Context: an optimization exercise on an open-source flow, tuned for small area, a short achievable clock period and few clock cycles. The choices shown serve that exercise and are no tape-out recipe. Where RTL was checked, it was by simulation tests only, not by an equivalence proof against the original.

## SequentialMultiplier
module SequentialMultiplier(clock, reset, multiplicand, multiplier, product, ready, start);
export LEC_CHECK = 0
export CAP_MARGIN = 20
export CORE_MARGIN = 2
export CORE_UTILIZATION = 40
export SETUP_SLACK_MARGIN = 1.3
export SLEW_MARGIN = 20
export SYNTH_HIERARCHICAL = 1
create_clock -name core_clock -period 4.0 [get_ports {clock}]
standard.sh (not shown) runs the stock make flow with config.mk's settings and CLKGATE_MAP_FILE= SYNTH_SCRIPT=/design/flow/synth_recipe.tcl, a recipe that flattens the netlist after the stock synthesis.
==> flow/flow/run.sh <==
#!/bin/bash
# Standard layout (the standard.sh, unchanged synthesis and steps), with
# the port buffers made from sky130_fd_sc_hd__buf_1 instead of the flow's
# default pick. Every tool's output goes to standard.log here.
set -euo pipefail
export BUFFER_PORTS_ARGS="-buffer_cell sky130_fd_sc_hd__buf_1"
bash standard.sh > standard.log 2>&1
Testbench counts at the start, summed over its fixed seeds: cycles 28,808.
Change:
--- a/flow/flow/run.sh
+++ b/flow/flow/run.sh
@@ -6,0 +7 @@
+export RECOVER_POWER=100
--- a/flow/config.mk
+++ b/flow/config.mk
@@ -11 +11 @@
-export SETUP_SLACK_MARGIN = 1.3
+export SETUP_SLACK_MARGIN = 1.0
This time the run ran to the end with violations: capacitance limit, slew limit.
Sequential share of layout area is higher by 0.26 points.
Cell count is lower by 0.38%.
Clock-buffer cell count is lower by 1.
Core utilization is lower by 0.49 points.
Final area is lower by 1.1%.
Change:
--- a/flow/flow/run.sh
+++ b/flow/flow/run.sh
@@ -7 +6,0 @@
-export RECOVER_POWER=100
--- a/flow/config.mk
+++ b/flow/config.mk
@@ -11 +11 @@
-export SETUP_SLACK_MARGIN = 1.0
+export SETUP_SLACK_MARGIN = 1.4
With this change the flow finished with timing, DRC and antenna clean; sequential cell count is unchanged; clock skew drops by 0.0041 ns; die area is unchanged; global-route usage climbs by 0.51 points.
Change:
--- a/flow/config.mk
+++ b/flow/config.mk
@@ -11 +11 @@
-export SETUP_SLACK_MARGIN = 1.4
+export SETUP_SLACK_MARGIN = 1.2
The changed run completed with no timing, DRC or antenna violations. Sequential share of layout area rises by 1.7 points. Clock skew barely changes.
Change:
==> flow/run.sh (new file) <==
#!/bin/bash
# synth_recipe.tcl (not shown) runs the flow's synth.tcl, then flattens the netlist and writes it again
# the make line also repeats each setting of config.mk as NAME=value (left out here)
make -C /OpenROAD-flow-scripts/flow DESIGN_CONFIG=/design/flow/config.mk WORK_HOME=/design/flow/orfs CLKGATE_MAP_FILE= SYNTH_SCRIPT=/design/flow/synth_recipe.tcl finish
removed: flow/flow/run.sh
removed: flow/standard.sh
Setup slack degrades by 0.014 ns.
Non-clock buffer count shrinks by 5.
Routed wire length grows by 1.1%.
Die area does not change.
Cell area grows by 5.4%.
Core utilization grows by 2.4 points.
Hold slack improves by 0.25 ns.
Global-route usage grows by 0.13 points.
Critical path depth is unchanged.
Change:
==> flow/flow/run.sh (new file) <==
#!/bin/bash
# Standard layout (the standard.sh, unchanged synthesis and steps), with
# the port buffers made from sky130_fd_sc_hd__buf_1 instead of the flow's
# default pick. Every tool's output goes to standard.log here.
set -euo pipefail
export BUFFER_PORTS_ARGS="-buffer_cell sky130_fd_sc_hd__buf_1"
bash standard.sh > standard.log 2>&1
==> flow/standard.sh (new file) <==
#!/bin/bash
# synth_recipe.tcl (not shown) runs the flow's synth.tcl, then flattens the netlist and writes it again
# the make line also repeats each setting of config.mk as NAME=value (left out here)
make -C /OpenROAD-flow-scripts/flow DESIGN_CONFIG=/design/flow/config.mk WORK_HOME=/design/flow/orfs CLKGATE_MAP_FILE= SYNTH_SCRIPT=/design/flow/synth_recipe.tcl "${@:-finish}"
--- a/flow/config.mk
+++ b/flow/config.mk
@@ -11 +11,2 @@
-export SETUP_SLACK_MARGIN = 1.2
+export CTS_BUF_LIST = sky130_fd_sc_hd__clkbuf_8
+export SETUP_SLACK_MARGIN = 1.0
removed: flow/run.sh
- global-route usage went down by 0.48 points
- flip-flop and latch count does not change
- wire length decreases by 2.7%
- hold slack got worse by 0.33 ns
- design area goes down by 6.5%
- synthesized cell count stays the same
- via count is higher by 0.45%
- count of clock-buffer cells in the layout stays the same

---

Starting RTL as in the previous note.
==> flow/design.v (excerpt) <==
module SequentialMultiplier(clock, reset, multiplicand, multiplier, product, ready, start);
==> flow/config.mk <==
export PLATFORM = sky130hd
export DESIGN_NAME = SequentialMultiplier
export DESIGN_NICKNAME = SequentialMultiplier
export VERILOG_FILES = /design/flow/design.v
export SDC_FILE = /design/flow/constraint.sdc
export NUM_CORES = 4
export LEC_CHECK = 0
export CAP_MARGIN = 20
export CORE_MARGIN = 2
export CORE_UTILIZATION = 40
export SETUP_SLACK_MARGIN = 1.0
export SLEW_MARGIN = 20
export SYNTH_HIERARCHICAL = 1
==> flow/constraint.sdc <==
create_clock -name core_clock -period 4.0 [get_ports {clock}]
set_input_delay 0.8000 -clock core_clock [delete_from_list [all_inputs] [get_ports {clock}]]
set_output_delay 0.8000 -clock core_clock [all_outputs]
set_load 0.01 [all_outputs]
==> flow/flow/run.sh <==
#!/bin/bash
# Standard layout (the standard.sh, unchanged synthesis and steps), with
# the port buffers made from sky130_fd_sc_hd__buf_1 instead of the flow's
# default pick. Every tool's output goes to standard.log here.
set -euo pipefail
cp standard.sh standard.sh.txt 2>/dev/null || true
export BUFFER_PORTS_ARGS="-buffer_cell sky130_fd_sc_hd__buf_1"
bash standard.sh > standard.log 2>&1
Testbench counts at the start, summed over its fixed seeds: cycles 28,808.
==> next run, changes <==
--- a/flow/flow/run.sh
+++ b/flow/flow/run.sh
@@ -5,3 +5,2 @@
 set -euo pipefail
-cp standard.sh standard.sh.txt 2>/dev/null || true
 export BUFFER_PORTS_ARGS="-buffer_cell sky130_fd_sc_hd__buf_1"
Settings changed: SETUP_SLACK_MARGIN 1.0 to 1.6.
Clock skew stays flat.
Worst setup slack gets better by 0.16 ns.
==> next run, changes <==
Settings changed: CORE_UTILIZATION 40 to 60, SETUP_SLACK_MARGIN 1.6 to 1.0.
Effect:
- design area went down by 14%
- clock-buffer cell count drops by 3
- clock skew goes up by 0.0056 ns
- global-route usage goes up by 5.7 points
- core utilization went up by 15 points
- maximum frequency falls by 7.3%
==> next run, changes <==
==> flow/run.sh (new file) <==
#!/bin/bash
# synth_recipe.tcl (not shown) runs the flow's synth.tcl, then flattens the netlist and writes it again
# the make line also repeats each setting of config.mk as NAME=value (left out here)
make -C /OpenROAD-flow-scripts/flow DESIGN_CONFIG=/design/flow/config.mk WORK_HOME=/design/flow/orfs CLKGATE_MAP_FILE= SYNTH_SCRIPT=/design/flow/synth_recipe.tcl finish
Settings changed: CORE_UTILIZATION 60 to 40, SETUP_SLACK_MARGIN 1.0 to 1.5.
removed: flow/flow/run.sh
removed: flow/standard.sh
=>
- The changed run passed the timing, DRC and antenna checks
- die area grows by 49%
- utilization went down by 15 points
- sequential share of layout area went down by 4.7 points
- final area is higher by 18%
- worst hold slack improved by 0.26 ns
- global-route usage goes down by 7.0 points
- wire length rises by 18%
- first-iteration DRC count fell by 27%
==> next run, changes <==
Settings changed: SETUP_SLACK_MARGIN 1.5 to 1.0.
Global-route usage goes down by 1.0 points.
Sequential cell count does not change.
Design area goes down by 9.8%.
Hold slack gains 0.011 ns.
Setup slack loses 0.11 ns.
Via count drops by 4.9%.
Die area does not change.
Synthesized area is unchanged.

---

Another version of the RTL of SequentialMultiplier (not shown whole).
Size: ~1300 cells after synthesis, roughly 14000 um^2 of cells after synthesis.
==> flow/config.mk <==
export PLATFORM = sky130hd
export DESIGN_NAME = SequentialMultiplier
export DESIGN_NICKNAME = SequentialMultiplier
export VERILOG_FILES = /design/flow/design.v
export SDC_FILE = /design/flow/constraint.sdc
export NUM_CORES = 4
export LEC_CHECK = 0
export CAP_MARGIN = 20
export CORE_MARGIN = 2
export CORE_UTILIZATION = 40
export SETUP_SLACK_MARGIN = 1.2
export SLEW_MARGIN = 20
export SYNTH_HIERARCHICAL = 1
==> flow/constraint.sdc <==
create_clock -name core_clock -period 4.0 [get_ports {clock}]
set_input_delay 0.8000 -clock core_clock [delete_from_list [all_inputs] [get_ports {clock}]]
set_output_delay 0.8000 -clock core_clock [all_outputs]
set_load 0.01 [all_outputs]
==> flow/flow/run.sh <==
#!/bin/bash
# Standard layout (the standard.sh, unchanged synthesis and steps), with
# the port buffers made from sky130_fd_sc_hd__buf_1 instead of the flow's
# default pick. Every tool's output goes to standard.log here.
set -euo pipefail
export BUFFER_PORTS_ARGS="-buffer_cell sky130_fd_sc_hd__buf_1"
bash standard.sh > standard.log 2>&1
Edit:
==> flow/run.sh (new file) <==
#!/bin/bash
# synth_recipe.tcl (not shown) runs the flow's synth.tcl, then flattens the netlist and writes it again
# the make line also repeats each setting of config.mk as NAME=value (left out here)
make -C /OpenROAD-flow-scripts/flow DESIGN_CONFIG=/design/flow/config.mk WORK_HOME=/design/flow/orfs CLKGATE_MAP_FILE= SYNTH_SCRIPT=/design/flow/synth_recipe.tcl finish
Settings changed: SETUP_SLACK_MARGIN 1.2 to 0.5.
removed: flow/flow/run.sh
removed: flow/standard.sh
After rerunning: The new run finished clean; maximum frequency falls by 11%; synthesized cell count stays the same.
Edit:
==> flow/flow/run.sh (new file) <==
#!/bin/bash
# Standard layout (the standard.sh, unchanged synthesis and steps), with
# the port buffers made from sky130_fd_sc_hd__buf_1 instead of the flow's
# default pick. Every tool's output goes to standard.log here.
set -euo pipefail
export BUFFER_PORTS_ARGS="-buffer_cell sky130_fd_sc_hd__buf_1"
bash standard.sh > standard.log 2>&1
==> flow/standard.sh (new file) <==
#!/bin/bash
# synth_recipe.tcl (not shown) runs the flow's synth.tcl, then flattens the netlist and writes it again
# the make line also repeats each setting of config.mk as NAME=value (left out here)
make -C /OpenROAD-flow-scripts/flow DESIGN_CONFIG=/design/flow/config.mk WORK_HOME=/design/flow/orfs CLKGATE_MAP_FILE= SYNTH_SCRIPT=/design/flow/synth_recipe.tcl "${@:-finish}"
Settings changed: SETUP_SLACK_MARGIN 0.5 to 1.3.
removed: flow/run.sh
First-iteration DRC count rises by 35%.
Synthesized area stays the same.
Utilization falls by 1.6 points.
Cell area falls by 3.3%.
Non-clock buffer count rises by 18.
Setup slack gets better by 0.35 ns.
Clock skew rises by 0.0040 ns.
Edit:
==> flow/run.sh (new file) <==
#!/bin/bash
# synth_recipe.tcl (not shown) runs the flow's synth.tcl, then flattens the netlist and writes it again
# the make line also repeats each setting of config.mk as NAME=value (left out here)
make -C /OpenROAD-flow-scripts/flow DESIGN_CONFIG=/design/flow/config.mk WORK_HOME=/design/flow/orfs CLKGATE_MAP_FILE= SYNTH_SCRIPT=/design/flow/synth_recipe.tcl finish
Settings changed: SETUP_SLACK_MARGIN 1.3 to 1.0.
removed: flow/flow/run.sh
removed: flow/standard.sh
=> Clock skew goes down by 0.0045 ns. Cell count shrinks by about 1%. Via count came out lower by 1.6%.
Function was not checked in any run of this note: the RTL went through the layout flow alone.

---

north:
Another version of the RTL of SequentialMultiplier (not shown whole).
Size: ~1300 cells after synthesis, roughly 130 I/O pins.
==> flow/config.mk <==
export PLATFORM = sky130hd
export DESIGN_NAME = SequentialMultiplier
export DESIGN_NICKNAME = SequentialMultiplier
export VERILOG_FILES = /design/flow/design.v
export SDC_FILE = /design/flow/constraint.sdc
export NUM_CORES = 4
export LEC_CHECK = 0
export CAP_MARGIN = 20
export CORE_MARGIN = 2
export CORE_UTILIZATION = 40
export CTS_BUF_LIST = sky130_fd_sc_hd__clkbuf_8 sky130_fd_sc_hd__clkbuf_16
export SETUP_SLACK_MARGIN = 1.3
export SLEW_MARGIN = 20
export SYNTH_HIERARCHICAL = 1
==> flow/constraint.sdc <==
create_clock -name core_clock -period 4.0 [get_ports {clock}]
set_input_delay 0.8000 -clock core_clock [delete_from_list [all_inputs] [get_ports {clock}]]
set_output_delay 0.8000 -clock core_clock [all_outputs]
set_load 0.01 [all_outputs]
==> flow/flow/run.sh <==
#!/bin/bash
# Standard layout (the standard.sh, unchanged synthesis and steps), with
# the port buffers made from sky130_fd_sc_hd__buf_1 instead of the flow's
# default pick. Every tool's output goes to standard.log here.
set -euo pipefail
export BUFFER_PORTS_ARGS="-buffer_cell sky130_fd_sc_hd__buf_1"
bash standard.sh > standard.log 2>&1
Testbench counts of north, summed over its fixed seeds: cycles 28,808.
Edits applied to the flow inputs when going from north to south:
- CTS_BUF_LIST removed (was sky130_fd_sc_hd__clkbuf_8 sky130_fd_sc_hd__clkbuf_16)
[summary]
On total non-filler cell area in the finished layout, south and north are neck and neck.
south: iteration count of the initial detailed-routing pass higher than north
~same worst slew slack as a fraction of its limit in south and north
Diff south..north | deepest clock path buffer count | unchanged
south against north: layout buffering overhead excluding clock cells held steady; setup slack held steady; worst-skew pair later-pin latency held steady.
north → south: met3 wire length went up; utilization roughly the same; post-route clock skew barely changed.
For east, these inputs were changed with respect to south:
- changing SETUP_SLACK_MARGIN from 1.3 to 1.4
==> comparison <==
Compared to south, east has global-route wire length before repair 1.5% higher.
Compared with south, east shows a lower filler cell count in the final layout.
Re sequential share of layout area: east and south aren't equal, and the higher value belongs to south.

---

Setup of lane 1:
SequentialMultiplier again, from the RTL that the note above started with.
==> flow/config.mk <==
export PLATFORM = sky130hd
export DESIGN_NAME = SequentialMultiplier
export DESIGN_NICKNAME = SequentialMultiplier
export VERILOG_FILES = /design/flow/design.v
export SDC_FILE = /design/flow/constraint.sdc
export NUM_CORES = 4
export LEC_CHECK = 0
export CAP_MARGIN = 20
export CORE_MARGIN = 2
export CORE_UTILIZATION = 40
export CTS_BUF_LIST = sky130_fd_sc_hd__clkbuf_8
export CTS_CLUSTER_DIAMETER = 40
export CTS_CLUSTER_SIZE = 10
export SETUP_SLACK_MARGIN = 1.3
export SLEW_MARGIN = 20
export SYNTH_HIERARCHICAL = 1
==> flow/constraint.sdc <==
create_clock -name core_clock -period 4.0 [get_ports {clock}]
set_input_delay 0.8000 -clock core_clock [delete_from_list [all_inputs] [get_ports {clock}]]
set_output_delay 0.8000 -clock core_clock [all_outputs]
set_load 0.01 [all_outputs]
Scripts as last shown in full above: flow/flow/run.sh
Testbench counts of lane 1, summed over its fixed seeds: cycles 28,808.
The following lists how lane 2 was set up differently from lane 1:
-- flow/config.mk --
<<< lane 1, line 11
export CTS_BUF_LIST = sky130_fd_sc_hd__clkbuf_8
export CTS_CLUSTER_DIAMETER = 40
export CTS_CLUSTER_SIZE = 10
export SETUP_SLACK_MARGIN = 1.3
>>> lane 2, line 11
export SETUP_SLACK_MARGIN = 1.35
## What came out
Clock tree skew after final layout: lane 2 < lane 1
On sequential standard cell area, the higher figure sits with lane 2, not lane 1.
The faster design of the two is lane 2; lane 1 tops out lower.
Clock network area share (lane 2 over lane 1): increase, 1.2 points
Here is what was changed in the inputs of lane 3 compared with lane 2.
-- flow/config.mk --
<<< lane 2, line 8
>>> lane 3, line 8
export ABC_AREA = 1
<<< lane 2, line 11
export SETUP_SLACK_MARGIN = 1.35
>>> lane 3, line 12
export SETUP_SLACK_MARGIN = 1.3
Results
- Number of rows created at floorplan (lower): lane 2
- When the final numbers for lane 2 and lane 3 were put side by side, the via count of the first global-routing pass turned out to be greater in lane 3.
- Changes observed in lane 3 relative to lane 2: number of logic inverters in the finished layout saw an increase, detailed-route vias per instance went down by about 12%, async set or reset register ratio after synthesis shows no meaningful change, flip-flop and latch area has decreased.
- Going from lane 2 to lane 3, fmax now sits lower; cell count now larger.
- Comparing lane 2 and lane 3, the higher end-of-flow core utilization was measured on lane 2.
- two[0] as the origin of the worst setup path was reported by lane 2, and one[3] by lane 3.

static timing again, ports no longer ideal:
The results above use ideal ports. As a check the final layouts listed here were re-extracted and re-timed, cells and wires unchanged.
Step 1: set_driving_cell puts a clkbuf_16 on clock and a buf_2 on each other input, an assumption about the parent block.
Step 2, shift: input delay + t, output delay - t, t = (earliest + latest rising clock arrival at the registers) / 2. This alone moves slack from input paths to output paths.
Three values: ideal ports, drivers, drivers and shift; two values: the first two.
run | t, ns | setup WS [ns] | slew at the worst register clock pin (ns) | pins driven straight from the clock port
the first run of note 1 | 0.500 | 1.262 / 1.262 / 1.262 | 0.08 / 0.08 | 1
the second run of note 1 | 0.506 | 0.717 / 0.717 / 0.717 | 0.09 / 0.09 | 1
the third run of note 1 | 0.502 | 1.289 / 1.289 / 1.289 | 0.08 / 0.08 | 1
the fourth run of note 1 | 0.500 | 1.261 / 1.261 / 1.261 | 0.08 / 0.08 | 1
the fifth run of note 1 | 0.494 | 1.247 / 1.247 / 1.247 | 0.08 / 0.08 | 1
the sixth run of note 1 | 0.549 | 1.111 / 1.111 / 1.111 | 0.12 / 0.12 | 1
the first run of note 2 | 0.506 | 1.119 / 1.119 / 1.119 | 0.08 / 0.08 | 1
the second run of note 2 | 0.497 | 1.279 / 1.279 / 1.279 | 0.08 / 0.08 | 1
the third run of note 2 | 0.494 | 1.065 / 1.065 / 1.065 | 0.09 / 0.09 | 1
the fourth run of note 2 | 0.504 | 1.251 / 1.251 / 1.195 | 0.08 / 0.08 | 1
the fifth run of note 2 | 0.506 | 1.139 / 1.139 / 1.139 | 0.08 / 0.08 | 1
the first run of note 3 | 0.587 | 1.233 / 1.233 / 1.233 | 0.07 / 0.07 | 1
the second run of note 3 | 0.577 | 0.887 / 0.887 / 0.887 | 0.07 / 0.07 | 1
the third run of note 3 | 0.585 | 1.239 / 1.239 / 1.239 | 0.07 / 0.07 | 1
the fourth run of note 3 | 0.575 | 1.112 / 1.112 / 1.112 | 0.07 / 0.07 | 1
north | 0.493 | 1.362 / 1.362 / 1.362 | 0.08 / 0.08 | 1
south | 0.493 | 1.362 / 1.362 / 1.362 | 0.08 / 0.08 | 1
east | 0.492 | 1.432 / 1.432 / 1.432 | 0.08 / 0.08 | 1
lane 1 | 0.540 | 1.342 / 1.342 / 1.342 | 0.11 / 0.11 | 1
lane 2 | 0.493 | 1.392 / 1.392 / 1.392 | 0.08 / 0.08 | 1
lane 3 | 0.498 | 1.379 / 1.379 / 1.379 | 0.09 / 0.09 | 1
The setup slack of the fourth run of note 2, which loses most, moves by 0.000 ns with the drivers and by -0.056 ns with both steps.
